From an optimization exercise on the open Yosys and OpenROAD flow, aimed at small area; shortcuts taken in it are not production practice.
Function was checked by simulation only, so behaviour that the tests miss may differ from the original.

==> flow/design.v (outline; a module is shown in full before it is edited, if it fits) <==
// module current_filter: 1316 lines
// module cf_fa: 6 lines
// module cf_inv: 5 lines
// module cf_ha: 6 lines
module current_filter (pClk, pRst, pFilterIn, pFilterOut);
  // ...
==> flow/run.sh <==
#!/bin/bash
# synth_recipe.tcl (not shown) runs the flow's synth.tcl, then flattens the netlist and writes it again
# the make line also repeats each setting of config.mk as NAME=value (left out here)
make -C /OpenROAD-flow-scripts/flow DESIGN_CONFIG=/design/flow/config.mk WORK_HOME=/design/flow/orfs CLKGATE_MAP_FILE= SYNTH_SCRIPT=/design/flow/synth_recipe.tcl finish
==> flow/config.mk <==
export PLATFORM = sky130hd
export DESIGN_NAME = current_filter
export DESIGN_NICKNAME = current_filter
export VERILOG_FILES = /design/flow/design.v
export SDC_FILE = /design/flow/constraint.sdc
export NUM_CORES = 4
export LEC_CHECK = 0
export CAP_MARGIN = 20
export CORE_MARGIN = 2
export CORE_UTILIZATION = 80
export CTS_BUF_LIST = sky130_fd_sc_hd__clkbuf_8
export CTS_CLUSTER_DIAMETER = 70
export CTS_CLUSTER_SIZE = 13
export SLEW_MARGIN = 20
export SYNTH_HIERARCHICAL = 1
==> flow/constraint.sdc <==
create_clock -name core_clock -period 7.5 [get_ports {pClk}]
set_input_delay 1.5000 -clock core_clock [delete_from_list [all_inputs] [get_ports {pClk}]]
set_output_delay 1.5000 -clock core_clock [all_outputs]
set_load 0.01 [all_outputs]
==> flow_metrics.tcl, run 1 <==
set metrics [dict create \
    core_mm2 0.0297 \
    critPathBufInv 0 \
    cts_resized 0 \
    status "finished clean" \
    final_common_cell "fa_1" \
    synth_xor_area_frac 0.00580 \
    synthCells 1730 \
    hold_viol 0 \
    stdcell_area_mm2 0.0256 \
    hold_path_depth 1 \
    synth_flop_cell "dfxtp_1" \
    buf_share 0.0149 \
    tns_ps 0 \
    synthArstFlopShare 0 \
    synth_compound_area_frac 0.000880 \
    met2_usage 0.580 \
    synth-seq-cells 458 \
    num_antenna_cells 0 \
    drt-wirelength-per-cell_um 21.3 \
    slowest_stage "dfxtp_1" \
    multi_input_area_mm2 0.0145 \
    h-tree-depth 2 \
    grt.busiest_layer "met2" \
    slew_viol_final 0 \
    critPathMaxFanout 8 \
    firstDrtPassIters 5 \
    synth-edff-count 0 \
    fp.dieH_um 178 \
    rsz0062_at_grt "no" \
    yosys-top-cells-count "fa_1 (576), dfxtp_1 (458), nand2_1 (149)" \
    grt_first_pass_wirelength_um 76300 \
    critPathMaxStageDelay_ps 720 \
    startpoint_type "register" \
    cts_buffer_depth 3 \
    finalWeightedCongestion 0.909 \
    synthToLayoutAreaGrowth_pct 5.69 \
    clk_latency_ps 570 \
    placement.io_buffers 33 \
]
==> inputs of run 2 (changes only) <==
--- a/flow/config.mk
+++ b/flow/config.mk
@@ -11,5 +11,5 @@
 export CTS_BUF_LIST = sky130_fd_sc_hd__clkbuf_8
 export CTS_CLUSTER_DIAMETER = 70
-export CTS_CLUSTER_SIZE = 13
+export CTS_CLUSTER_SIZE = 16
 export SLEW_MARGIN = 20
 export SYNTH_HIERARCHICAL = 1
==> run 2 against run 1 <==
Against the previous run:
- sequential cell count is the same
- largest cell class unchanged
- wire length rose by 0.19%
- highest routed layer unchanged
- worst hold slack better by 5.3 ps
- cell area shrank 0.30%
- die area stayed put
==> flow_metrics.tcl, run 2 <==
set metrics [dict create \
    crit_top_cell "fa_1" \
    avgSynthCellArea_um2 14.0 \
    placedInstanceArea_mm2 0.0249 \
    synthArstFlopShare 0 \
    clk_latency_ps 570 \
    reg2reg_depth 15 \
    synth-edff-count 0 \
    endpoint_kind "register" \
    yosys-top-cells-count "fa_1 (576), dfxtp_1 (458), nand2_1 (149)" \
    fin_skew_ps 21.2 \
    finalWeightedCongestion 0.909 \
    postRouteAntennaNets 0 \
    crit_chain "fa_1 > fa_1 > fa_1 > fa_1 > fa_1 > fa_1 > fa_1 > ha_1 > ha_1 > fa_1 > fa_1 > ha_1 > fa_1 > fa_1 > and2_1" \
    stdcell_area_mm2 0.0255 \
    cts_buffer_depth 3 \
    critPathKind "reg -> reg" \
    critPathMaxStageDelay_ps 750 \
    cts_hold_buf 0 \
    synthesis.area_mm2 0.0242 \
    r2r_slack_ps 1250 \
    arrival_ps 6730 \
    cts_tree "done" \
    rsz0062_at_grt "no" \
    fmax_mhz 160 \
    cts_made_buffers 35 \
    yosysUniqueCellTypes 20 \
    synth_top_cell_by_area "fa_1" \
    post_cts_buffers 0 \
    min_delay_worst_endpoint "r19[4]$_DFF_P_" \
    clk_pin_slew_ps 100 \
    reg2reg_from "r2[10]$_DFF_P_" \
    drt_iter0_markers 663 \
    start_util 0.814 \
    hold_path_depth 1 \
    synthCells 1730 \
    largest-register "s" \
    drt-wirelength-per-cell_um 21.4 \
    slowest_stage "dfxtp_1" \
    startpoint_type "register" \
    period_share 0.834 \
    layout.nets 2398 \
    tightest_slew_ps 844 \
    grt-ovfl-total 0 \
    h-tree-depth 2 \
    synthToLayoutAreaGrowth_pct 5.37 \
    num_antenna_cells 0 \
    hold_class "reg -> reg" \
    synth_flop_cell "dfxtp_1" \
    fp.dieH_um 178 \
    synth_warnings 7 \
    via_per_inst 5.58 \
    drive_gt1_frac 0.0732 \
    grt_first_pass_wirelength_um 76400 \
    die_area_mm2 0.0316 \
    ys_top_cells_by_area "fa_1 (48%), dfxtp_1 (38%), and2_1 (2.6%)" \
    firstDrtPassIters 5 \
    fin_crit_ps 6250 \
    core_mm2 0.0297 \
    slew_viol_final 0 \
    hold_viol 0 \
    reg_top3 "s x32, vm x26, wm x26" \
    tns_ps 0 \
    largest_reg_flops 32 \
    postLayoutCoreUtil 0.857 \
    min_from "r18[4]$_DFF_P_" \
    grt_pass1_vias 14600 \
    placementRows 63 \
    ys_seq_area_frac 0.379 \
    setup_viol 0 \
    grt_util_all_layers 0.329 \
    finalWirelength_um 46300 \
    placement.io_buffers 33 \
    hpwl_um 37000 \
    max-cap-violations 0 \
    final_cell_mix "fa_1 (576), dfxtp_1 (458), nand2_1 (149)" \
    synth.most_common_cell "fa_1" \
    timing.rr.end "s[23]$_DFF_P_" \
    slew-limit-headroom 0.437 \
    critPathMaxFanout 8 \
    cts.sinks 458 \
    root_buffer "clkbuf_8" \
    yosysTopAreaCellShare 0.477 \
    grt_max_degree 196 \
    vias 12100 \
    cts_resized 0 \
    drcViolationCount 0 \
    chipWidth_um 178 \
    final_common_cell "fa_1" \
    synth-seq-cells 458 \
    required_ps 7970 \
    ios 34 \
    status "finished clean" \
    antenna_found_initial 0 \
]
[run 2: cell type report]
| cell class | instances | area [um^2] |
|---|---|---|
| multi-input combinational | 1124 | 14500 |
| clock inverter | 7 | 46.3 |
| fill | 1432 | 4240 |
| tap | 390 | 488 |
| inverter | 113 | 429 |
| clock buffer | 37 | 509 |
| sequential | 458 | 9170 |
| timing repair buffer | 38 | 382 |
[run 2: critical path: cells and delay by family, from the launching register on]
family,cells,cell delay (ps)
adders and majority gates,14,5240
DFF,1,750
and+or+nand+nor,1,170
[run 2: per-module statistics from Yosys, one instance, submodules excluded]
module	cells	flip-flops and latches	area (um^2)	copies in the design
current_filter	1120	458	12200	1
cf_fa	1	0	20.0	576
cf_ha	1	0	12.5	33
cf_inv	1	0	3.75	1
[run 2: metal layers]
layer / global-route usage / wire length [um]
met5: 0 / 0
met3: 0.0431 / 1940
met1: 0.413 / 17100
met2: 0.580 / 24700
met4: 0.144 / 2540
[run 2: stage by stage]
stage,hold WS (ps),setup slack [ps],cells
after CTS,373,1220,2167
after global placement,353,1290,2123
final,367,1250,2167
after detailed placement,357,1200,2123
after floorplan,352,1520,1745
after global routing,383,942,2167
[run 2: how the worst max path moves through the flow]
stage / slack, ps / depth (start not counted) / start / endpoint
5_1_grt: 940 / 17 / r2[4]$_DFF_P_ / s[23]$_DFF_P_
4_1_cts: 1220 / 17 / r2[5]$_DFF_P_ / s[23]$_DFF_P_
6_report: 1250 / 15 / r2[10]$_DFF_P_ / s[23]$_DFF_P_
3_3_place_gp: 1290 / 13 / pFilterIn[5] / wm[19]$_DFF_P_
2_1_floorplan: 1520 / 17 / r2[12]$_DFF_P_ / s[23]$_DFF_P_
3_5_place_dp: 1200 / 13 / pFilterIn[5] / wm[19]$_DFF_P_
[run 2: logic make-up after synthesis]
| group | count (synthesis) | synth area share |
|---|---|---|
| DFF | 458 | 0.379 |
| adders and majority gates | 610 | 0.494 |
| other | 2 | 0.000311 |
| xor gates and xnor gates | 16 | 0.00579 |
| AOI/OAI and AO/OA | 3 | 0.000880 |
| and+or+nand+nor | 478 | 0.0941 |
| buffers and inverters | 163 | 0.0253 |
==> inputs of run 3 (changes only) <==
--- a/flow/config.mk
+++ b/flow/config.mk
@@ -10,5 +10,5 @@
 export CORE_UTILIZATION = 80
 export CTS_BUF_LIST = sky130_fd_sc_hd__clkbuf_8
-export CTS_CLUSTER_DIAMETER = 70
+export CTS_CLUSTER_DIAMETER = 150
 export CTS_CLUSTER_SIZE = 16
 export SLEW_MARGIN = 20
==> run 3 against run 2 <==
Against the previous run:
- still clean on timing, DRC and antenna
- synthesized cell count is the same
- critical path depth grew 2
- highest routed layer unchanged
==> flow_metrics.tcl, run 3 <==
set metrics [dict create \
    drcViolationCount 0 \
    timing.rr.end "s[23]$_DFF_P_" \
    vias 12000 \
    ys_top_cells_by_area "fa_1 (48%), dfxtp_1 (38%), and2_1 (2.6%)" \
    tightest_slew_ps 949 \
    fin_skew_ps 17.1 \
    slew-limit-headroom 0.367 \
    avgSynthCellArea_um2 14.0 \
    root_buffer "clkbuf_8" \
    period_share 0.834 \
    firstDrtPassIters 5 \
    drive_gt1_frac 0.0711 \
    synth-seq-cells 458 \
    core_mm2 0.0297 \
    chipWidth_um 178 \
    die_area_mm2 0.0316 \
    fmax_mhz 160 \
    stdcell_area_mm2 0.0254 \
    synth.most_common_cell "fa_1" \
    required_ps 7960 \
    cts_hold_buf 0 \
    yosys-top-cells-count "fa_1 (576), dfxtp_1 (458), nand2_1 (149)" \
    ys_seq_area_frac 0.379 \
    max-cap-violations 0 \
    placedInstanceArea_mm2 0.0249 \
    arrival_ps 6720 \
    clk_latency_ps 570 \
    synth_top_cell_by_area "fa_1" \
    fin_crit_ps 6250 \
    startpoint_type "register" \
    clk_pin_slew_ps 100 \
    tns_ps 0 \
    grt_pass1_vias 14500 \
    cts.sinks 458 \
    via_per_inst 5.57 \
    start_util 0.814 \
    h-tree-depth 2 \
    critPathMaxStageDelay_ps 680 \
    crit_top_cell "fa_1" \
    endpoint_kind "register" \
    synth-edff-count 0 \
    drt_iter0_markers 696 \
    cts_tree "done" \
    nFillCells 1439 \
    final_common_cell "fa_1" \
    synthArstFlopShare 0 \
    reg_top3 "s x32, vm x26, wm x26" \
    min_from "r15[12]$_DFF_P_" \
    hold_class "reg -> reg" \
    largest-register "s" \
    yosysTopAreaCellShare 0.477 \
    placement.io_buffers 33 \
    r2r_slack_ps 1250 \
    post_cts_buffers 0 \
    synthToLayoutAreaGrowth_pct 5.14 \
    grt_util_all_layers 0.328 \
    setup_viol 0 \
    cts_resized 0 \
    drt-wirelength-per-cell_um 21.2 \
    reg2reg_depth 17 \
    critPathMaxFanout 8 \
    synth_warnings 7 \
    status "finished clean" \
    fp.dieH_um 178 \
    multi_input_area_mm2 0.0145 \
    synthesis.area_mm2 0.0242 \
    ios 34 \
    placementRows 63 \
    rsz0062_at_grt "no" \
    crit_chain "fa_1 > fa_1 > inv_1 > fa_1 > inv_1 > fa_1 > fa_1 > fa_1 > fa_1 > ha_1 > ha_1 > fa_1 > fa_1 > ha_1 > fa_1 > fa_1 > and2_1" \
    synthCells 1730 \
    finalWeightedCongestion 0.909 \
    layout.nets 2397 \
    reg2reg_from "r2[4]$_DFF_P_" \
    synth_flop_cell "dfxtp_1" \
    slowest_stage "dfxtp_1" \
    postRouteAntennaNets 0 \
    cts_made_buffers 34 \
    grt-ovfl-total 0 \
    critPathKind "reg -> reg" \
    num_antenna_cells 0 \
    finalWirelength_um 45900 \
    hold_path_depth 1 \
    min_delay_worst_endpoint "r16[12]$_DFF_P_" \
    slew_viol_final 0 \
    seqCellArea_mm2 0.00917 \
    final_cell_mix "fa_1 (576), dfxtp_1 (458), nand2_1 (149)" \
    hpwl_um 37000 \
    yosysUniqueCellTypes 20 \
    hold_viol 0 \
    grt_max_degree 196 \
    largest_reg_flops 32 \
    grt_first_pass_wirelength_um 76100 \
    cts_buffer_depth 3 \
    antenna_found_initial 0 \
]
run 3: modules after synthesis (local to each module, per instance):
module          flip-flops and latches  times used
cf_ha                                0          33
cf_fa                                0         576
current_filter                     458           1
cf_inv                               0           1
run 3: per-stage QoR:
step | std cells | hold slack (ps) | worst slack (ps) | util
after floorplan | 1745 | 352 | 1520 | -
after global placement | 2123 | 353 | 1290 | 0.839
after detailed placement | 2123 | 357 | 1200 | 0.839
after CTS | 2161 | 373 | 1200 | 0.856
after global routing | 2161 | 383 | 934 | 0.856
final | 2161 | 373 | 1250 | 0.856
run 3: per-layer routing:
metal | wire [um] | part of all wire | up-vias | GRT usage
met5 | 0 | 0 | - | 0
met4 | 2660 | 0.058 | 0 | 0.157
met3 | 1670 | 0.036 | 141 | 0.0437
met2 | 24500 | 0.53 | 291 | 0.572
met1 | 17100 | 0.37 | 6458 | 0.412
li1 | - | - | 5157 | -
run 3: layout make-up:
type                    instances  share of cell area
multi-input cells            1124               0.569
flip-flops and latches        458               0.361
well taps                     390              0.0192
clock buffers                  34              0.0184
inverters                     113              0.0169
clock inverters                 4             0.00128
repair buffers                 38              0.0150
run 3: how the worst max path moves through the flow:
stage / startpoint / endpoint / slack [ps] / depth (start not counted)
after floorplan: r2[12]$_DFF_P_ / s[23]$_DFF_P_ / 1520 / 17
after global placement: pFilterIn[5] / wm[19]$_DFF_P_ / 1290 / 13
after detailed placement: pFilterIn[5] / wm[19]$_DFF_P_ / 1200 / 13
after CTS: r2[0]$_DFF_P_ / s[23]$_DFF_P_ / 1200 / 15
after global routing: r2[4]$_DFF_P_ / s[23]$_DFF_P_ / 930 / 17
final: r2[4]$_DFF_P_ / s[23]$_DFF_P_ / 1250 / 17
run 3: kinds of logic (layout without fill, tap and decap cells):
family / count (synthesis) / after routing / share of synthesized area
AOI/OAI and AO/OA: 3 / 3 / 0.000880
DFF: 458 / 458 / 0.379
other: 2 / 17 / 0.000311
and+or+nand+nor: 478 / 478 / 0.0941
buffers and inverters: 163 / 189 / 0.0253
adders and majority gates: 610 / 610 / 0.494
xor gates and xnor gates: 16 / 16 / 0.00579
run 3: worst max-delay path, delay by kind of cell, from the launching register on:
kind	cells	cell delay (ps)
buffers and inverters	2	130
flip-flops	1	680
AND/OR/NAND/NOR	1	170
adder cells (fa/ha/maj)	14	5180
==> inputs of run 4 (changes only) <==
--- a/flow/config.mk
+++ b/flow/config.mk
@@ -10,5 +10,5 @@
 export CORE_UTILIZATION = 80
 export CTS_BUF_LIST = sky130_fd_sc_hd__clkbuf_8
-export CTS_CLUSTER_DIAMETER = 150
+export CTS_CLUSTER_DIAMETER = 100
 export CTS_CLUSTER_SIZE = 16
 export SLEW_MARGIN = 20
==> run 4 against run 3 <==
Against the previous run:
- clock-buffer cell count stayed put
- global-route usage stayed put
- clock skew stayed put
- via count stayed put
- area after synthesis stayed put
- wire length stayed put
- still clean
- highest routed layer unchanged
- non-clock buffer count stayed put
- core utilization stayed put
- register-to-register slack hardly changed
- first-iteration DRC count stayed put
==> flow_metrics.tcl, run 4 <==
set metrics [dict create \
    chipWidth_um 178 \
    dp_cells 2123 \
    seqCellArea_mm2 0.00917 \
    layoutNonFillerInstCount 2161 \
    holdWs_ps 373 \
    synth_flop_cell "dfxtp_1" \
    slew_viol_final 0 \
    nFillCells 1439 \
    hold_viol 0 \
    finalWeightedCongestion 0.909 \
    cts_tree "done" \
    num_antenna_cells 0 \
    cts.sinks 458 \
    multi_input_area_mm2 0.0145 \
    grt-ovfl-total 0 \
    slew-limit-headroom 0.367 \
    synth_warnings 7 \
    h-tree-depth 2 \
    final_common_cell "fa_1" \
    drive_gt1_frac 0.0711 \
    yosysUniqueCellTypes 20 \
    arrival_ps 6720 \
    die_area_mm2 0.0316 \
    ys_top_cells_by_area "fa_1 (48%), dfxtp_1 (38%), and2_1 (2.6%)" \
    drcViolationCount 0 \
    rsz0062_at_grt "no" \
    ys_seq_area_frac 0.379 \
    cts_hold_buf 0 \
    required_ps 7960 \
    clk_latency_ps 570 \
    reg_top3 "s x32, vm x26, wm x26" \
    setup_viol 0 \
    grt_pass1_vias 14500 \
    yosysTopAreaCellShare 0.477 \
    largest_reg_flops 32 \
    grt_max_degree 196 \
    cts_made_buffers 34 \
    synth-seq-cells 458 \
    synthArstFlopShare 0 \
    hold_path_depth 1 \
    critPathMaxFanout 8 \
    ios 34 \
    core_mm2 0.0297 \
    layout.nets 2397 \
    root_buffer "clkbuf_8" \
    synth.most_common_cell "fa_1" \
    fin_skew_ps 17.1 \
    synth-edff-count 0 \
    max-cap-violations 0 \
    largest-register "s" \
    cts_buffer_depth 3 \
    firstDrtPassIters 5 \
    via_per_inst 5.57 \
    clk_pin_slew_ps 100 \
    start_util 0.814 \
    avgSynthCellArea_um2 14.0 \
    synthCells 1730 \
    tns_ps 0 \
    cts_resized 0 \
    synth_top_cell_by_area "fa_1" \
    fp.dieH_um 178 \
    tightest_slew_ps 949 \
    startpoint_type "register" \
    vias 12000 \
    placementRows 63 \
    endpoint_kind "register" \
    post_cts_buffers 0 \
    period_share 0.834 \
    drt-wirelength-per-cell_um 21.2 \
    yosys-top-cells-count "fa_1 (576), dfxtp_1 (458), nand2_1 (149)" \
    status "finished clean" \
    synthToLayoutAreaGrowth_pct 5.14 \
    critPathKind "reg -> reg" \
    postRouteAntennaNets 0 \
    drt_iter0_markers 696 \
    antenna_found_initial 0 \
    hpwl_um 37000 \
    grt_util_all_layers 0.328 \
    fin_crit_ps 6250 \
    synthesis.area_mm2 0.0242 \
    placement.io_buffers 33 \
    reg2reg_depth 17 \
    fmax_mhz 160 \
    grt_first_pass_wirelength_um 76100 \
    finalWirelength_um 45900 \
    final_cell_mix "fa_1 (576), dfxtp_1 (458), nand2_1 (149)" \
    hold_class "reg -> reg" \
]
-- run 4: cell counts in the layout (fill, tap and decap cells not counted) --
Identical to the previous run, type by type.
-- run 4: logic make-up after synthesis --
group | count (synthesis) | share of synthesized area
AO/OA/AOI/OAI | 3 | 0.000880
XOR/XNOR | 16 | 0.00579
adder cells (fa/ha/maj) | 610 | 0.494
buffers and inverters | 163 | 0.0253
flip-flops | 458 | 0.379
other | 2 | 0.000311
AND/OR/NAND/NOR | 478 | 0.0941
-- run 4: stage by stage --
step	util	setup WS (ps)	instance area [um^2]
floorplan	-	1520	24200
global placement	0.839	1290	24900
detailed placement	0.839	1200	24900
CTS	0.856	1200	25400
global route	0.856	934	25400
finish	0.856	1250	25400
-- run 4: routing by layer --
| layer | vias to the layer above | wire length, um | global-route usage |
|---|---|---|---|
| met5 | - | 0 | 0 |
| met4 | 0 | 2660 | 0.157 |
| met3 | 141 | 1670 | 0.0437 |
| met2 | 291 | 24500 | 0.572 |
| met1 | 6458 | 17100 | 0.412 |
| li1 | 5157 | - | - |
-- run 4: final timing paths --
path,from,end,slack (ps)
worst min register to register,r15[12]$_DFF_P_,r16[12]$_DFF_P_,370
worst max register to register,r2[4]$_DFF_P_,s[23]$_DFF_P_,1250
worst min-delay path,r15[12]$_DFF_P_,r16[12]$_DFF_P_,370
worst max-delay path,r2[4]$_DFF_P_,s[23]$_DFF_P_,1250
-- run 4: worst max-delay path: stages, from the launching register on --
cell	delay (ps)
dfxtp_1	680
fa_1	540
fa_1	490
inv_1	50
fa_1	390
inv_1	80
fa_1	430
fa_1	390
fa_1	400
fa_1	370
ha_1	210
ha_1	190
fa_1	370
fa_1	370
ha_1	200
fa_1	390
fa_1	440
and2_1	170
-- run 4: final cells by class --
cell class              instances  share of cell area
flip-flops and latches        458               0.361
repair buffers                 38              0.0150
clock buffers                  34              0.0184
inverters                     113              0.0169
well taps                     390              0.0192
clock inverters                 4             0.00128
multi-input cells            1124               0.569
-- run 4: per-module statistics from Yosys (local to each module, per instance) --
| module | cells inside | flip-flops and latches | area (um^2) | copies in the design |
|---|---|---|---|---|
| cf_fa | 1 | 0 | 20.0 | 576 |
| cf_ha | 1 | 0 | 12.5 | 33 |
| cf_inv | 1 | 0 | 3.75 | 1 |
| current_filter | 1120 | 458 | 12200 | 1 |
==> inputs of run 5 (changes only) <==
--- a/flow/config.mk
+++ b/flow/config.mk
@@ -10,6 +10,6 @@
 export CORE_UTILIZATION = 80
 export CTS_BUF_LIST = sky130_fd_sc_hd__clkbuf_8
-export CTS_CLUSTER_DIAMETER = 100
-export CTS_CLUSTER_SIZE = 16
+export CTS_CLUSTER_DIAMETER = 60
+export CTS_CLUSTER_SIZE = 18
 export SLEW_MARGIN = 20
 export SYNTH_HIERARCHICAL = 1
==> run 5 against run 4 <==
Against the previous run:
- area after synthesis unchanged
- critical path type unchanged
- via count increased by 1.1%
- still clean on timing, DRC and antenna
- largest cell class unchanged
==> flow_metrics.tcl, run 5 <==
set metrics [dict create \
    status "finished clean" \
    cts_buffer_depth 3 \
    hold_class "reg -> reg" \
    synth.most_common_cell "fa_1" \
    grt_max_degree 196 \
    fin_skew_ps 23.8 \
    ios 34 \
    placementRows 63 \
    reg_top3 "s x32, vm x26, wm x26" \
    synthArstFlopShare 0 \
    final_cell_mix "fa_1 (576), dfxtp_1 (458), nand2_1 (149)" \
    firstDrtPassIters 5 \
    fmax_mhz 160 \
    via_per_inst 5.60 \
    slew_viol_final 0 \
    avgSynthCellArea_um2 14.0 \
    grt_util_all_layers 0.333 \
    finalWirelength_um 46900 \
    rsz0062_at_grt "no" \
    synth_flop_cell "dfxtp_1" \
    start_util 0.814 \
    required_ps 7980 \
    critPathMaxFanout 8 \
    core_mm2 0.0297 \
    synth_warnings 7 \
    stdcell_area_mm2 0.0256 \
    vias 12200 \
    synth-edff-count 0 \
    critPathKind "reg -> reg" \
    cts_resized 0 \
    chipWidth_um 178 \
    period_share 0.835 \
    cts.sinks 458 \
    arrival_ps 6740 \
    reg2reg_depth 15 \
    ys_top_cells_by_area "fa_1 (48%), dfxtp_1 (38%), and2_1 (2.6%)" \
    largest_reg_flops 32 \
    synthToLayoutAreaGrowth_pct 5.92 \
    antenna_found_initial 0 \
    h-tree-depth 2 \
    cts_tree "done" \
    clk_pin_slew_ps 100 \
    grt_pass1_vias 14700 \
    clk_latency_ps 580 \
    synth-seq-cells 458 \
    layout.nets 2398 \
    cts_made_buffers 35 \
    yosys-top-cells-count "fa_1 (576), dfxtp_1 (458), nand2_1 (149)" \
    post_cts_buffers 0 \
    final_common_cell "fa_1" \
    cts_hold_buf 0 \
    hold_path_depth 1 \
    synth_top_cell_by_area "fa_1" \
    drcViolationCount 0 \
    die_area_mm2 0.0316 \
    setup_viol 0 \
    grt_first_pass_wirelength_um 77000 \
    postRouteAntennaNets 0 \
    hpwl_um 37000 \
    drt-wirelength-per-cell_um 21.6 \
    yosysTopAreaCellShare 0.477 \
    num_antenna_cells 0 \
    synthCells 1730 \
    placedInstanceArea_mm2 0.0249 \
    drt_iter0_markers 653 \
    ys_seq_area_frac 0.379 \
    tns_ps 0 \
    root_buffer "clkbuf_8" \
    tightest_slew_ps 845 \
    largest-register "s" \
    yosysUniqueCellTypes 20 \
    fp.dieH_um 178 \
    slew-limit-headroom 0.436 \
    synthesis.area_mm2 0.0242 \
    hold_viol 0 \
    finalWeightedCongestion 0.909 \
    grt-ovfl-total 0 \
    fin_crit_ps 6260 \
    max-cap-violations 0 \
    startpoint_type "register" \
    endpoint_kind "register" \
    placement.io_buffers 33 \
    drive_gt1_frac 0.0773 \
]
run 5: layout make-up:
cell class	instances	area (um^2)
Sequential cell	458	9170
Multi-Input combinational cell	1124	14500
Inverter	113	429
Clock buffer	38	523
Fill cell	1394	4100
Clock inverter	14	166
Tap cell	390	488
Timing Repair Buffer	38	382
run 5: kinds of logic after synthesis:
group                    after synthesis  synth area share
AND/OR/NAND/NOR                      478            0.0941
adder cells (fa/ha/maj)              610             0.494
AO/OA/AOI/OAI                          3          0.000880
other                                  2          0.000311
XOR/XNOR                              16           0.00579
buffers and inverters                163            0.0253
flip-flops                           458             0.379
run 5: worst paths after layout:
path / slack, ps / endpoint / startpoint
max: 1240 / s[23]$_DFF_P_ / r2[11]$_DFF_P_
min: 360 / r4[4]$_DFF_P_ / r3[4]$_DFF_P_
max reg2reg: 1240 / s[23]$_DFF_P_ / r2[11]$_DFF_P_
min reg2reg: 360 / r4[4]$_DFF_P_ / r3[4]$_DFF_P_
run 5: worst max-delay path, stage by stage, from the launching register on:
cell     delay [ps]
dfxtp_1         760
fa_1            550
fa_1            420
fa_1            430
fa_1            500
fa_1            390
fa_1            400
fa_1            370
ha_1            210
ha_1            190
fa_1            370
fa_1            370
ha_1            200
fa_1            390
fa_1            440
and2_1          170
run 5: through the flow:
stage / instances / hold WS [ps] / worst slack, ps / utilization
floorplan: 1745 / 352 / 1520 / -
global placement: 2123 / 353 / 1290 / 0.839
detailed placement: 2123 / 357 / 1200 / 0.839
CTS: 2175 / 360 / 1200 / 0.862
global route: 2175 / 372 / 967 / 0.862
finish: 2175 / 362 / 1240 / 0.862
run 5: per-module statistics from Yosys, one instance, submodules excluded:
| module | times used | area, um^2 | cells |
|---|---|---|---|
| cf_fa | 576 | 20.0 | 1 |
| cf_ha | 33 | 12.5 | 1 |
| current_filter | 1 | 12200 | 1120 |
| cf_inv | 1 | 3.75 | 1 |
run 5: routing by layer:
metal	share of wire	global-route usage	up-vias	routed length, um
li1	-	-	5181	-
met1	0.37	0.418	6562	17500
met2	0.54	0.586	298	25200
met3	0.036	0.0409	137	1680
met4	0.053	0.153	0	2480
met5	0	0	-	0
==> inputs of run 6 (changes only) <==
==> flow/flow/run.sh (new file) <==
#!/bin/bash
# The standard layout (the standard.sh, all ORFS steps), with the port buffers that
# ORFS's buffer_ports inserts made of the smallest buffer cell instead of its default choice.
set -euo pipefail
bash standard.sh "BUFFER_PORTS_ARGS=-buffer_cell sky130_fd_sc_hd__buf_1" finish > standard.log 2>&1
==> flow/standard.sh (new file) <==
#!/bin/bash
# synth_recipe.tcl (not shown) runs the flow's synth.tcl, then flattens the netlist and writes it again
# the make line also repeats each setting of config.mk as NAME=value (left out here)
make -C /OpenROAD-flow-scripts/flow DESIGN_CONFIG=/design/flow/config.mk WORK_HOME=/design/flow/orfs CLKGATE_MAP_FILE= SYNTH_SCRIPT=/design/flow/synth_recipe.tcl "${@:-finish}"
--- a/flow/config.mk
+++ b/flow/config.mk
@@ -10,6 +10,6 @@
 export CORE_UTILIZATION = 80
 export CTS_BUF_LIST = sky130_fd_sc_hd__clkbuf_8
-export CTS_CLUSTER_DIAMETER = 60
-export CTS_CLUSTER_SIZE = 18
+export CTS_CLUSTER_DIAMETER = 100
+export CTS_CLUSTER_SIZE = 16
 export SLEW_MARGIN = 20
 export SYNTH_HIERARCHICAL = 1
removed: flow/run.sh
==> run 6 against run 5 <==
Against the previous run:
- maximum frequency is 3.5% lower
- synthesized cell count is the same
- non-clock buffer count rose by 1
- clock-buffer cell count decreased by 4
- setup slack worse by 230 ps
- highest routed layer unchanged
- die area unchanged
- core utilization shrank 1.3 points
==> flow_metrics.tcl, run 6 <==
set metrics [dict create \
    post_cts_buffers 0 \
    vias 12000 \
    postRouteAntennaNets 0 \
    yosysUniqueCellTypes 20 \
    pre_cts_ws_ps 1070 \
    max-cap-violations 0 \
    grt_util_all_layers 0.325 \
    worst_slack_ps 1010 \
    clk_latency_ps 590 \
    synthesis.area_mm2 0.0242 \
    yosysTopAreaCellShare 0.477 \
    placement.io_buffers 33 \
    postLayoutCoreUtil 0.849 \
    required_ps 7980 \
    synth-seq-cells 458 \
    cts.sinks 458 \
    final_cell_mix "fa_1 (576), dfxtp_1 (458), nand2_1 (149)" \
    synth.most_common_cell "fa_1" \
    slew-limit-headroom 0.314 \
    start_util 0.814 \
    tns_ps 0 \
    drt_iter0_markers 617 \
    fin_skew_ps 32.1 \
    reg_top3 "s x32, vm x26, wm x26" \
    drcViolationCount 0 \
    path_delay_family "adder cells" \
    synth_warnings 7 \
    slowest_stage "dfxtp_1" \
    ys_top_cells_by_area "fa_1 (48%), dfxtp_1 (38%), and2_1 (2.6%)" \
    cts_hold_buf 0 \
    num_antenna_cells 0 \
    cts_made_buffers 34 \
    final_common_cell "fa_1" \
    endpoint_kind "register" \
    fp.dieH_um 178 \
    hold_viol 0 \
    rsz0062_at_grt "no" \
    yosys-top-cells-count "fa_1 (576), dfxtp_1 (458), nand2_1 (149)" \
    root_buffer "clkbuf_8" \
    synthToLayoutAreaGrowth_pct 4.38 \
    critPathMaxFanout 8 \
    drt-wirelength-per-cell_um 21.0 \
    critPathBufInv 2 \
    tightest_slew_ps 1030 \
    grt_max_degree 216 \
    cts_tree "done" \
    grt-ovfl-total 0 \
    placementRows 63 \
    fin_crit_ps 6490 \
    synthArstFlopShare 0 \
    firstDrtPassIters 5 \
    die_area_mm2 0.0316 \
    antenna_found_initial 0 \
    stdcell_area_mm2 0.0252 \
    largest-register "s" \
    synthCells 1730 \
    startpoint_type "register" \
    clk_pin_slew_ps 110 \
    fmax_mhz 154 \
    cp.depth 17 \
    setup_viol 0 \
    cts_resized 0 \
    h-tree-depth 2 \
    grt_pass1_vias 14500 \
    critPathMaxStageDelay_ps 690 \
    crit_top_cell "fa_1" \
    reg2reg_depth 17 \
    crit_chain "fa_1 > fa_1 > inv_1 > fa_1 > inv_1 > fa_1 > fa_1 > fa_1 > fa_1 > ha_1 > ha_1 > fa_1 > fa_1 > ha_1 > fa_1 > fa_1 > and2_1" \
    cts_buffer_depth 3 \
    period_share 0.865 \
    status "finished clean" \
    finalWirelength_um 45500 \
    ios 34 \
    arrival_ps 6960 \
    placedInstanceArea_mm2 0.0247 \
    finalWeightedCongestion 0.914 \
    synth_flop_cell "dfxtp_1" \
    critPathKind "reg -> reg" \
    dp_cells 2124 \
    slew_viol_final 0 \
    drive_gt1_frac 0.0716 \
    layoutNonFillerInstCount 2163 \
    synth-edff-count 0 \
    chipWidth_um 178 \
    hpwl_um 35700 \
    layout.nets 2398 \
    grt_first_pass_wirelength_um 75600 \
    hold_class "reg -> reg" \
    synth_top_cell_by_area "fa_1" \
    hold_path_depth 1 \
    via_per_inst 5.57 \
    core_mm2 0.0297 \
    largest_reg_flops 32 \
    avgSynthCellArea_um2 14.0 \
    holdWs_ps 369 \
    ys_seq_area_frac 0.379 \
]
==> run 6: final timing paths <==
kind                   from         endpoint  slack [ps]
max           r2[2]$_DFF_P_    s[23]$_DFF_P_        1010
min          r9[10]$_DFF_P_  r10[10]$_DFF_P_         370
max reg2reg   r2[2]$_DFF_P_    s[23]$_DFF_P_        1010
min reg2reg  r9[10]$_DFF_P_  r10[10]$_DFF_P_         370
==> run 6: logic make-up after synthesis <==
kind of cell | Yosys count | share of synthesized area
AOI/OAI and AO/OA | 3 | 0.000880
xor gates and xnor gates | 16 | 0.00579
adders and majority gates | 610 | 0.494
buffers and inverters | 163 | 0.0253
DFF | 458 | 0.379
other | 2 | 0.000311
and+or+nand+nor | 478 | 0.0941
==> run 6: layout make-up <==
type | count | area (um^2)
sequential | 458 | 9170
clock buffer | 34 | 468
multi-input combinational | 1124 | 14500
clock inverter | 5 | 45.0
inverter | 113 | 429
tap | 390 | 488
fill | 1479 | 4480
timing repair buffer | 39 | 185
==> run 6: worst reg2reg max path, cell delays in order (launching register included) <==
cell	delay (ps)
dfxtp_1	690
fa_1	560
fa_1	510
inv_1	60
fa_1	380
inv_1	130
fa_1	470
fa_1	410
fa_1	420
fa_1	380
ha_1	230
ha_1	200
fa_1	390
fa_1	390
ha_1	200
fa_1	380
fa_1	420
and2_1	160
==> run 6: modules after synthesis, one instance, submodules excluded <==
module          cells inside  cell area (um^2)  copies in the design
cf_fa                      1              20.0                   576
cf_inv                     1              3.75                     1
current_filter          1120             12200                     1
cf_ha                      1              12.5                    33
==> run 6: metal layers <==
metal,track usage,wire length (um),up-vias
met5,0,0,-
met4,0.157,2570,0
met3,0.0407,1710,149
met2,0.563,24400,308
met1,0.414,16800,6429
li1,-,-,5160

[static timing again, ports no longer ideal]
Ports are ideal in the flow. The routed layouts listed here were re-timed in OpenROAD. Step 1 sets driving cells, clkbuf_16 on the clock port and buf_2 on the other inputs (assumed; they add their load-dependent delay and slew). Step 2 adds t to the input delays and takes it off the output delays; t is the mean of the earliest and latest rising clock arrival at the registers after step 1. Input paths then give back, and output paths get back, about the clock's delay inside the block. a / b / c = ideal / step 1 / step 2; a / b = the first two.
run	t, ns	setup slack, ns	worst setup path after step 2	cell pins on the clock port's net
run 1	0.599	1.236 / 1.236 / 1.187	input to register	1
run 2	0.607	1.246 / 1.246 / 1.215	input to register	1
run 3	0.609	1.245 / 1.245 / 1.197	input to register	1
run 4	0.609	1.245 / 1.245 / 1.197	input to register	1
run 5	0.618	1.240 / 1.240 / 1.193	input to register	1
run 6	0.625	1.012 / 1.012 / 1.012	register to register	1
After both steps setup and hold are still met in every run listed. The setup slack of run 1, which loses most, moves by 0.000 ns with the drivers and by -0.049 ns with both steps.
